From an optimization exercise on the open Yosys and OpenROAD flow, aimed at small area; shortcuts taken in it are not production practice.
Only simulation tests tie the RTL to the original design; equivalence was not proved.
Power is estimated from default activity; no workload was simulated.

===== flow/config.mk =====
export PLATFORM = sky130hd
export DESIGN_NAME = vgalab1
export DESIGN_NICKNAME = vgalab1
export VERILOG_FILES = /design/flow/design.v
export SDC_FILE = /design/flow/constraint.sdc
export NUM_CORES = 4
export LEC_CHECK = 0
export CAP_MARGIN = 20
export CORE_MARGIN = 2
export CORE_UTILIZATION = 40
export SLEW_MARGIN = 20

===== flow/constraint.sdc =====
create_clock -name core_clock -period 12.0 [get_ports {clk}]
set_input_delay 2.4000 -clock core_clock [delete_from_list [all_inputs] [get_ports {clk}]]
set_output_delay 2.4000 -clock core_clock [all_outputs]
set_load 0.01 [all_outputs]

===== flow/design.v =====
module vgalab1(
  input clk,             
  input rst_n,           
  input key_jump_n,      
  input key_restart_n,   
  input sw_gray,         
  output [0:6] HEX0, HEX1,   
  output VGA_HS,
  output VGA_VS,
  output VGA_BLANK,
  output [9:0] VGA_R,
  output [9:0] VGA_G,
  output [9:0] VGA_B
);
wire [9:0] x;
wire [5:0] yq;
wire [3:0] yr;
wire [2:0] idx;
wire [9:0] gray;
wire video_on;
vga_sync u1(.clk(clk), .rst_n(rst_n), .h(x), .yq(yq), .yr(yr), .hs(VGA_HS), .vs(VGA_VS));
background background(.clk(clk), .rst_n(rst_n), .jump(key_jump_n), .restart(key_restart_n),
  .x(x), .yq(yq), .yr(yr), .idx(idx), .gray(gray), .video_on(video_on), .HEX0(HEX0), .HEX1(HEX1));
assign VGA_BLANK = VGA_HS & VGA_VS;
assign VGA_R = !video_on ? 10'h000 : sw_gray ? gray : {10{idx[0]}};
assign VGA_G = !video_on ? 10'h000 : sw_gray ? gray : {10{idx[1]}};
assign VGA_B = !video_on ? 10'h000 : sw_gray ? gray : {10{idx[2]}};
endmodule
module background(
	input clk, input rst_n, input jump, input restart,
	input [9:0] x, input [5:0] yq, input [3:0] yr,
	output reg [2:0] idx, output [9:0] gray, output video_on,
	output [0:6] HEX0, output [0:6] HEX1);
function automatic ge(input [10:0] a, input [10:0] b);
	integer i; reg r;
	begin
		r = 1'b1;
		for (i = 0; i < 11; i = i + 1) r = (a[i] ^ b[i]) ? a[i] : r;
		ge = r;
	end
endfunction
function automatic sge(input [10:0] a, input [10:0] b);
	sge = ge({~a[10], a[9:0]}, {~b[10], b[9:0]});
endfunction
function automatic sin(input [10:0] v, input [10:0] lo, input [10:0] hi);
	sin = sge(v, lo) && sge(hi, v);
endfunction
function automatic [10:0] sub(input [10:0] a, input [10:0] b);
	integer i; reg c; reg p;
	begin
		c = 1'b1;
		for (i = 0; i < 11; i = i + 1) begin
			p = a[i] ^ ~b[i];
			sub[i] = p ^ c;
			c = (a[i] & ~b[i]) | (c & p);
		end
	end
endfunction
function automatic [10:0] add(input [10:0] a, input [10:0] b);
	integer i; reg c; reg p;
	begin
		c = 1'b0;
		for (i = 0; i < 11; i = i + 1) begin
			p = a[i] ^ b[i];
			add[i] = p ^ c;
			c = (a[i] & b[i]) | (c & p);
		end
	end
endfunction
function automatic [10:0] pk(input integer v);
	pk = ((v / 15) << 4) | (v % 15);
endfunction
wire [10:0] X = {1'b0, x};
wire [10:0] Y = {1'b0, yq, yr};
assign video_on = !ge(X, 640) && !yq[5];
reg [5:0] gx;
reg [3:0] gr;
always @(posedge clk or negedge rst_n)
	if (!rst_n) begin
		gx <= 6'd0; gr <= 4'd0;
	end else if (x == 10'd79) begin
		gx <= 6'd0; gr <= 4'd0;
	end else if (gr == 4'd14) begin
		gx <= add(gx, 1); gr <= 4'd0;
	end else
		gr <= add(gr, 1);
assign gray = (!ge(X, 80) || ge(X, 561)) ? 10'd0 : ({yq[4:0], 5'd0} | {4'd0, gx});
wire tt = (x == 10'd199) || (x == 10'd399) || (x == 10'd599) || (x == 10'd799);
reg [1:0] lc;  
always @(posedge clk or negedge rst_n)
	if (!rst_n) lc <= 2'd0;
	else if (x == 10'd799) lc <= {lc[0], !lc[0] && !lc[1]};
wire mt = (lc == 2'd1 && x == 10'd399) || (lc == 2'd2 && x == 10'd799);
reg [9:0] s;
reg [4:0] lf;  
always @(posedge clk or negedge rst_n)
	if (!rst_n) begin
		s <= 10'd120;
		lf <= 5'b11110;
	end else if (tt) begin
		s <= (s == 10'd0) ? 10'd641 : sub(s, 1);
		if (s == 10'd0) lf <= {lf[1] ^ lf[2], lf[4:1]};
	end
wire [10:0] S = {1'b0, s};
wire n1 = !ge(S, 561);    
wire a2 = !ge(S, 432);    
wire n2a = !ge(S, 351);   
wire a3 = !ge(S, 218);    
wire n3a = !ge(S, 133);   
reg [4:0] mq;
reg [1:0] mc;
reg [9:0] mxo;
reg hit, dis1, dis2, dis3;
reg [3:0] sf, ss;
wire [10:0] M = {2'd0, mq, mc[1], mc[0], mc[1], mc[0]};
wire [10:0] MX = {1'b0, mxo};
reg ty1, ty2, ty3, by1, by2, by3, my;
reg g01, g02, g03, gA1, gA2, gA3, gH1, gH2, gH3;
wire [1:0] t = x[1:0];
wire usep = (t == 2'd1 && !a2) || (t == 2'd2 && !a3);
wire [3:0] fs = usep ? lf[3:0] : lf[4:1];
reg [8:0] htab;
always @*
	case ({t, fs})
	6'd0: htab = {5'd20, 4'd0};  
	6'd1: htab = {5'd14, 4'd10};  
	6'd2: htab = {5'd11, 4'd5};  
	6'd3: htab = {5'd19, 4'd5};  
	6'd4: htab = {5'd16, 4'd10};  
	6'd5: htab = {5'd12, 4'd0};  
	6'd6: htab = {5'd26, 4'd0};  
	6'd7: htab = {5'd22, 4'd10};  
	6'd8: htab = {5'd20, 4'd5};  
	6'd9: htab = {5'd10, 4'd0};  
	6'd10: htab = {5'd26, 4'd10};  
	6'd11: htab = {5'd14, 4'd12};  
	6'd12: htab = {5'd22, 4'd3};  
	6'd13: htab = {5'd11, 4'd1};  
	6'd14: htab = {5'd18, 4'd6};  
	6'd15: htab = {5'd13, 4'd4};  
	6'd16: htab = {5'd13, 4'd4};  
	6'd17: htab = {5'd14, 4'd12};  
	6'd18: htab = {5'd11, 4'd5};  
	6'd19: htab = {5'd16, 4'd10};  
	6'd20: htab = {5'd10, 4'd0};  
	6'd21: htab = {5'd26, 4'd10};  
	6'd22: htab = {5'd20, 4'd5};  
	6'd23: htab = {5'd11, 4'd1};  
	6'd24: htab = {5'd12, 4'd0};  
	6'd25: htab = {5'd22, 4'd10};  
	6'd26: htab = {5'd19, 4'd5};  
	6'd27: htab = {5'd20, 4'd0};  
	6'd28: htab = {5'd26, 4'd0};  
	6'd29: htab = {5'd14, 4'd10};  
	6'd30: htab = {5'd18, 4'd6};  
	6'd31: htab = {5'd22, 4'd3};  
	6'd32: htab = {5'd12, 4'd11};  
	6'd33: htab = {5'd26, 4'd10};  
	6'd34: htab = {5'd18, 4'd3};  
	6'd35: htab = {5'd16, 4'd4};  
	6'd36: htab = {5'd26, 4'd0};  
	6'd37: htab = {5'd21, 4'd5};  
	6'd38: htab = {5'd11, 4'd13};  
	6'd39: htab = {5'd11, 4'd1};  
	6'd40: htab = {5'd12, 4'd0};  
	6'd41: htab = {5'd13, 4'd5};  
	6'd42: htab = {5'd19, 4'd5};  
	6'd43: htab = {5'd26, 4'd0};  
	6'd44: htab = {5'd14, 4'd12};  
	6'd45: htab = {5'd19, 4'd7};  
	6'd46: htab = {5'd20, 4'd11};  
	6'd47: htab = {5'd22, 4'd10};  
	default: htab = 9'd0;
	endcase
reg [4:0] mqd;
reg [1:0] mcd;
wire [10:0] MD = {2'd0, mqd, mcd[1], mcd[0], mcd[1], mcd[0]};
wire [10:0] ua = (x[2] && t != 2'd3) ? M : Y;
wire [10:0] ub = (t == 2'd3) ? MD : {2'd0, htab};
wire [4:0] ur = sub({7'd0, ua[3:0]}, {7'd0, ub[3:0]});
wire [3:0] urc = ur[4] ? sub({7'd0, ur[3:0]}, 1) : ur[3:0];
wire [6:0] uq = sub({4'd0, ua[9:4]}, {4'd0, ub[9:4]} + ur[4]);
wire [10:0] ud = {uq, urc};
wire ud_ge0 = !uq[6];
wire ud_by = sin(ud, -64, -32);       
wire ud_my = sin(ud, -32, 0) && ge(MD, pk(30));
wire ud_gA = sge(ud, -54);            
wire ud_gH = sge(ud, -70);            
always @(posedge clk or negedge rst_n)
	if (!rst_n) begin
		{ty1, ty2, ty3, by1, by2, by3, my} <= 7'd0;
		{g01, g02, g03, gA1, gA2, gA3, gH1, gH2, gH3} <= 9'd0;
	end else
		case (x[2:0])
		3'd0: begin ty1 <= ud_ge0; by1 <= ud_by; end
		3'd1: begin ty2 <= ud_ge0; by2 <= ud_by; end
		3'd2: begin ty3 <= ud_ge0; by3 <= ud_by; end
		3'd4: begin g01 <= ud_ge0; gA1 <= ud_gA; gH1 <= ud_gH; end
		3'd5: begin g02 <= ud_ge0; gA2 <= ud_gA; gH2 <= ud_gH; end
		3'd6: begin g03 <= ud_ge0; gA3 <= ud_gA; gH3 <= ud_gH; end
		default: my <= ud_my;
		endcase
wire [10:0] d1 = sub(MX, S);
wire col1 = n1 && sin(d1, 30, 80) && g01;
wire col2 = (a2 ? (n2a && sin(d1, 240, 290)) : sin(d1, -402, -352)) && g02;
wire col3 = (a3 ? (n3a && sin(d1, 454, 508)) : sin(d1, -188, -134)) && g03;
wire bd1 = n1 && sin(d1, 50, 60);
wire bd2 = a2 ? (n2a && sin(d1, 260, 270)) : sin(d1, -382, -372);
wire bd3 = a3 ? (n3a && sin(d1, 474, 488)) : sin(d1, -168, -154);
wire colany = col1 || col2 || col3;
wire mlow = !ge(M, pk(81));
wire mhigh = ge(M, pk(400));
wire brA = !jump && !hit;
wire brB = !brA && !restart;
wire brC = !brA && restart && mlow;
wire brD = !brA && restart && !mlow && mhigh;
wire brE = !brA && restart && !mlow && !mhigh && colany;
wire brH = !brA && restart && !mlow && !mhigh && !colany;
reg [4:0] mqn;
reg [1:0] mcn;
always @* begin
	mqn = mq; mcn = mc;
	if (brA) begin
		if (mc == 2'd2) mcn = 2'd0;
		else if (mq != 5'd0) begin mqn = sub(mq, 1); mcn = {mc[0], !mc[0]}; end
	end else if (brB) begin mqn = 5'd5; mcn = 2'd2; end
	else if (brC) begin mqn = 5'd5; mcn = 2'd1; end
	else if (brD) begin mqn = 5'd26; mcn = 2'd2; end
	else if (brH) begin
		if (mc == 2'd2) begin mqn = add(mq, 1); mcn = 2'd0; end
		else mcn = {mc[0], !mc[0]};
	end
	mqd = mt ? mqn : mq;
	mcd = mt ? mcn : mc;
end
wire bok = !hit && (brA || brD || brH);
wire b1 = bok && !dis1 && bd1 && (brA ? gA1 : (brD || gH1));
wire b2 = bok && !dis2 && bd2 && (brA ? gA2 : (brD || gH2));
wire b3 = bok && !dis3 && bd3 && (brA ? gA3 : (brD || gH3));
wire c1 = ge(S, 561) && !ge(S, 566);
wire c2 = ge(S, 351) && !ge(S, 356);
wire c3 = ge(S, 133) && !ge(S, 138);
wire bany = b1 || b2 || b3;
wire sf10 = sf == 4'd10;
wire [9:0] kx = col1 ? 10'd0 : col2 ? (a2 ? 10'd210 : 10'd592) : (a3 ? 10'd424 : 10'd806);
always @(posedge clk or negedge rst_n)
	if (!rst_n) begin
		mxo <= 10'd335;
		hit <= 1'b0;
		dis1 <= 1'b0; dis2 <= 1'b0; dis3 <= 1'b0;
		sf <= 4'd0; ss <= 4'd0;
	end else if (mt) begin
		if (brB) mxo <= 10'd335;
		else if (brE) mxo <= add(S, {1'b0, kx});
		if (brB) hit <= 1'b0;
		else if (brC || brD || brE) hit <= 1'b1;
		dis1 <= b1 ? 1'b1 : c1 ? 1'b0 : dis1;
		dis2 <= b2 ? 1'b1 : c2 ? 1'b0 : dis2;
		dis3 <= b3 ? 1'b1 : c3 ? 1'b0 : dis3;
		if (bany) begin
			sf <= sf10 ? 4'd0 : add(sf, 1);
			if (sf10) ss <= add(ss, 1);
		end else if (brB) begin
			sf <= 4'd0; ss <= 4'd0;
		end
	end
always @(posedge clk or negedge rst_n)
	if (!rst_n) begin
		mq <= 5'd5; mc <= 2'd2;    
	end else begin
		mq <= mqd; mc <= mcd;
	end
BCD DisplayScoreFirst(sf, HEX0);
BCD DisplayScoreSecond(ss, HEX1);
wire [10:0] ex = sub(X, S);
wire tx1 = n1 && sin(ex, 0, 80);
wire tx2 = a2 ? (n2a && sin(ex, 210, 290)) : sin(ex, -432, -352);
wire tx3 = a3 ? (n3a && sin(ex, 424, 508)) : sin(ex, -218, -134);
wire bx1 = n1 ? sin(ex, 20, 60) : (!ge(S, 581) && sge(ex, 19));
wire bx2 = a2 ? (n2a ? sin(ex, 230, 270) : (!ge(S, 371) && sge(ex, 229))) : sin(ex, -412, -372);
wire bx3 = a3 ? (n3a ? sin(ex, 444, 488) : (!ge(S, 153) && sge(ex, 443))) : sin(ex, -198, -154);
wire y400 = !ge(Y, pk(401));
wire [10:0] mdx = sub(MX, X);
wire mon = ge(MX, 30) && sin(mdx, 0, 30) && my;
always @* begin
	idx = 3'd6;
	if (ge(Y, pk(400))) idx = 3'd2;
	if (!ge(Y, pk(51))) idx = 3'd4;
	else if (mon) idx = 3'd5;
	else if (bx1 && by1) idx = dis1 ? 3'd6 : 3'd3;
	else if (tx1 && ty1 && y400) idx = 3'd0;
	else if (bx2 && by2) idx = dis2 ? 3'd6 : 3'd3;
	else if (tx2 && ty2 && y400) idx = 3'd0;
	else if (bx3 && by3) idx = dis3 ? 3'd6 : 3'd3;
	else if (tx3 && ty3 && y400) idx = 3'd0;
	if (hit) begin
		if (ge(X, 30) && ge(610, X) && ge(Y, pk(50)) && ge(pk(450), Y)) idx = 3'd0;
		if (ge(X, 130) && ge(510, X) && ge(pk(400), Y) && ge(Y, pk(100))) begin
			idx = 3'd7;
			if (ge(170, X) && ge(pk(350), Y)) idx = 3'd0;
			if (ge(X, 240) && ge(410, X) && ge(Y, pk(200)) && ge(pk(250), Y)) idx = 3'd0;
			if (ge(X, 290) && ge(337, X) && ge(Y, pk(150)) && ge(pk(350), Y)) idx = 3'd0;
			if (ge(X, 460) && ge(pk(350), Y)) idx = 3'd0;
		end
	end
end
endmodule
module BCD(m, Display0);
	input [3:0] m;
	output [0:6] Display0;
	assign Display0 [0:6] = (m[3:0] == 4'b0000) ? 7'b0000001:  
									(m[3:0] == 4'b0001) ? 7'b1001111:  
									(m[3:0] == 4'b0010) ? 7'b0010010:  
									(m[3:0] == 4'b0011) ? 7'b0000110:  
									(m[3:0] == 4'b0100) ? 7'b1001100:  
									(m[3:0] == 4'b0101) ? 7'b0100100:  
									(m[3:0] == 4'b0110) ? 7'b0100000:  
									(m[3:0] == 4'b0111) ? 7'b0001111:  
									(m[3:0] == 4'b1000) ? 7'b0000000: 7'b0000100;  
endmodule
module vga_sync(
   input clk,
   input rst_n,
   output reg [9:0] h,
   output reg [5:0] yq,
   output reg [3:0] yr,
   output reg hs,
   output reg vs
);
function automatic [9:0] inc(input [9:0] a);
   integer i; reg c;
   begin
      c = 1'b1;
      for (i = 0; i < 10; i = i + 1) begin inc[i] = a[i] ^ c; c = a[i] & c; end
   end
endfunction
function automatic ge(input [9:0] a, input [9:0] b);
   integer i; reg r;
   begin
      r = 1'b1;
      for (i = 0; i < 10; i = i + 1) r = (a[i] ^ b[i]) ? a[i] : r;
      ge = r;
   end
endfunction
wire [9:0] yinc = inc({6'd0, yr});
wire [9:0] yqinc = inc({yq, 4'hf});
always @(posedge clk or negedge rst_n)
   if (!rst_n) begin
      h <= 10'd0;
      hs <= 1'b0;
   end else begin
      h <= (h == 10'd799) ? 10'd0 : inc(h);
      hs <= !(ge(h, 10'd659) && ge(10'd754, h));
   end
always @(posedge clk or negedge rst_n)
   if (!rst_n) begin
      yq <= 6'd0;
      yr <= 4'd0;
      vs <= 1'b0;
   end else if (h == 10'd699) begin
      if (yr == 4'd14) begin
         yr <= 4'd0;
         yq <= (yq == 6'd34) ? 6'd0 : yqinc[9:4];
      end else
         yr <= yinc[3:0];
      vs <= !(yq == 6'd32 && (yr == 4'd13 || yr == 4'd14));
   end
endmodule

===== flow/run.sh =====
#!/bin/bash
# synth_recipe.tcl (not shown) runs the flow's synth.tcl, then flattens the netlist and writes it again
# the make line also repeats each setting of config.mk as NAME=value (left out here)
make -C /OpenROAD-flow-scripts/flow DESIGN_CONFIG=/design/flow/config.mk WORK_HOME=/design/flow/orfs CLKGATE_MAP_FILE= SYNTH_SCRIPT=/design/flow/synth_recipe.tcl finish

==> impl_results.md <==
* FF-to-FF End: background.my$_DFFE_PN0N_
* Rows at 58
* Period utilization at 0.881
* Setup slack at placement at between 1 and 1.5 ns
* Core Area at 25,200 um2
* Crit Path Class: register to register
* Starting Density at 0.407
* Filler cells at around 2,500
* Largest stage delay on the critical path at around 0.56 ns
* PwrDens at 62.9 nW/um2
* Post-synth top cells: nand2_1, nor2_1, o21ai_0, inv_1, dfrtp_1
* Number of max-cap violations at 0
* Synth area leader: dfrtp_1
* Worst slew margin at 0.390
* Setup bufs post-CTS at 0
* DIE HEIGHT at ~160 um
* Largest net degree at the start of global routing at 54
* Routed WL at 31,300 um
* Fin. Hold Viols at 0
* Seq/Total Area, Yosys at 0.231
* Worst Hold End: background.gA3$_DFFE_PN0P_
* Setup crit end kind: register
* Vias at 9,758
* Setup violations, final at 0
* Status: complete, no violations
* CTS sink cnt at 94
* Setup ws final at 1.43 ns
* Clock Skews at 0.00995 ns
* Register area at 2370 um2
* VDD IR max at ~60 uV
* Slowest CP cell: nor4b_1
* Chip width at 164 um
* Final Net Count at 1,388
* Register-to-Register Path Depth at between 40 and 50
* Diodes inserted at 0
* Vias in the first global route at 9,318
* Syn Std Cell Area at around 10,000 um2
* Ys async rst share at 1.00
* Die area at 26,900 um2
* Setup TNS at 0 ns
* Initial antenna violation count at 0
* Crit start category: register
* # DRC at 0
* Dpl hpwl at 23,800 um
* WHS Path Cells at 2
* R2r setup slk at 1.43 ns
* Root Driver: clkbuf_16
* Area delta synth->final at 9.33%
* First-pass GRT wire length at 50,900 um
* Yosys cell types at just over 100
* Yosys reg bits at 94
* RSZ-0062 raised after global routing: false
* Gr usage total at 0.239
* HP Start: background.gA3$_DFFE_PN0P_
* Clock slew at reported path FFs at 0.08 ns
* Number of cells upsized or downsized after cts at 0
* Wire length per cell after detailed routing at 19.5 um
* Most used DFF post-synth: dfrtp_1
* TritonCTS clock tree: done
* Most instantiated library cell after synthesis: nand2_1
* Avg Cell Area, Syn at 7.99 um2
* Cell count after synthesis at roughly 1,300
* Area of the multi-input gates at 7220 um2
* Clk buf depth at 2
* Worst Tran Pin Value at 0.913 ns
* Worst min path class: register to register
* Hold Buf Count CTS at 0
* Worst path required time at between 10 and 15 ns
* Highest Clock Rate at 0.0946 GHz
* CTS H-tree lvls at 3
* Pre-Repair DR Iteration Count at 6
* Worst path bufs/invs at 7
* DRT antenna net count at 0
* Top cell type's share of synthesized area at 0.188
* Top cells by area, synth: dfrtp_1, fa_1, ha_1
* Top-level I/O count at 52
* Slew Viols, Final at 0
* CTS buffer count at 9
* Worst path top cell family by delay: adder cells
* Crit path max fanout at 7
* Post-synth EDFFs at 0
* Starting DRT DRC Count at 996
* Total grt overflow at 0
* Ys Warns at 2
* Clk latency of the worst-skew pair at 0.36 ns
* P_leak at 4.67 nW
* Syn_nets at 1,397
* Worst EP arrival at ~11 ns
* GP Congestion at 0.943
* Worst r2r src: background.s[1]$_DFFE_PN0P_
* Port Buffers at 51
* Most frequent CP cell: fa_1
* Minimum clock period after layout at 10.57 ns
* Share of post-route cells with drive strength above 1 at 0.0790
* Via density per instance at 6.06
==> final cells by class <==
class	instances	area share
sequential	94	0.212
inverter	86	0.0288
clock inverter	6	0.00692
tap	330	0.0368
multi-input combinational	1024	0.644
timing repair buffer	59	0.0507
clock buffer	10	0.0213
==> sequential cells by signal, summed over array words and instances, names as in the netlist, 4 cells and up <==
| signal | count |
|---|---|
| background.s | 10 |
| background.sf | 4 |
| background.ss | 4 |
| u1.yr | 4 |
| background.mq | 5 |
| background.lf | 5 |
| background.gx | 6 |
| u1.h | 10 |
| background.mxo | 10 |
| background.gr | 4 |
| u1.yq | 6 |
==> cell usage in the layout, fill, tap and decap left out, types with 12 or more instances in the layout <==
cell	synthesis	layout
nor2b_1	29	29
fa_1	42	42
mux2_2	16	16
dfrtp_1	77	77
o21ai_0	91	91
nand2b_1	19	19
a31oi_1	18	18
nand2_1	144	144
nor2_1	129	129
mux2i_1	17	17
nor3_1	35	34
a21oi_1	55	55
inv_1	83	83
nand4_1	27	27
nor4_1	13	13
ha_1	67	67
a22oi_1	12	12
nand3_1	42	42
clkdlybuf4s50_1	0	50
dfstp_2	17	17
a211oi_1	20	20
==> where the power goes <==
group / total [mW] / internal [mW] / switching [mW]
clock network: 0.317 / 0.171 / 0.146
logic: 0.0605 / 0.0238 / 0.0367
registers: 0.328 / 0.322 / 0.00571
total: 0.706 / 0.517 / 0.188
==> per-stage QoR <==
stage / total power [mW] / cell area, um2 / hold slack [ns] / cells / util
finish: 0.706 / 11200 / 0.486 / 1609 / 0.445
global route: 0.733 / 11200 / 0.532 / 1609 / 0.445
CTS: 0.713 / 11200 / 0.490 / 1609 / 0.445
detailed placement: 0.394 / 10900 / 0.474 / 1593 / 0.433
global placement: 0.394 / 10900 / 0.472 / 1593 / 0.433
floorplan: 0.365 / 10300 / 0.450 / 1283 / -
==> worst min-delay path, delay by kind of cell (launching register included) <==
family             cells  cell delay (ns)
DFF                    1             0.35
AOI/OAI and AO/OA      1             0.06
and+or+nand+nor        1             0.05
==> how the worst max path moves through the flow <==
| stage | to | slack [ns] | cells after the start | from |
|---|---|---|---|---|
| floorplan | background.my$_DFFE_PN0N_ | 2.22 | 44 | background.mxo[0]$_DFFE_PN1P_ |
| global route | background.my$_DFFE_PN0N_ | 0.61 | 42 | background.s[1]$_DFFE_PN0P_ |
| detailed placement | background.my$_DFFE_PN0N_ | 1.49 | 42 | background.s[1]$_DFFE_PN0P_ |
| CTS | background.my$_DFFE_PN0N_ | 1.44 | 40 | background.s[1]$_DFFE_PN0P_ |
| global placement | background.my$_DFFE_PN0N_ | 1.69 | 40 | background.s[1]$_DFFE_PN0P_ |
| finish | background.my$_DFFE_PN0N_ | 1.43 | 42 | background.s[1]$_DFFE_PN0P_ |
==> logic make-up (layout without fill, tap and decap cells) <==
family / count (synthesis) / after routing / share of synthesized area
adder cells (fa/ha/maj): 110 / 110 / 0.165
XOR/XNOR: 13 / 13 / 0.0111
multiplexers: 34 / 34 / 0.0356
buffers and inverters: 165 / 161 / 0.0651
AND/OR/NAND/NOR: 517 / 517 / 0.256
AO/OA/AOI/OAI: 350 / 350 / 0.236
flip-flops: 94 / 94 / 0.231
==> per-layer routing <==
layer | share of wire | vias up | GRT usage
met4 | 0.025 | 0 | 0.0813
met5 | 0 | - | 0
met3 | 0.080 | 55 | 0.0422
met1 | 0.46 | 4638 | 0.340
met2 | 0.44 | 426 | 0.364
li1 | - | 4639 | -

[afterwards: timing with drivers on the ports]
No port has a modelled driver above. Below, the same layout with a new extraction and two added sets of constraints. Step 1, drivers: a clkbuf_16 drives clk and a buf_2 each remaining input, both assumed. Step 2, shift: input delay + t, output delay - t, t = (earliest + latest rising clock arrival at the registers) / 2. This alone moves slack from input paths to output paths. Three values: no drivers, after step 1, after step 2; two values: the first two.
t (ns): 0.404
slack for setup (ns): 1.425 / 1.425 / 1.425
slew at the worst register clock pin (ns): 0.08 / 0.08
worst data-port slew with drivers (ns): 0.04
After both steps this run still meets setup and hold. For this run, drivers alone change the setup slack by 0.000 ns; drivers and shift together by 0.000 ns.
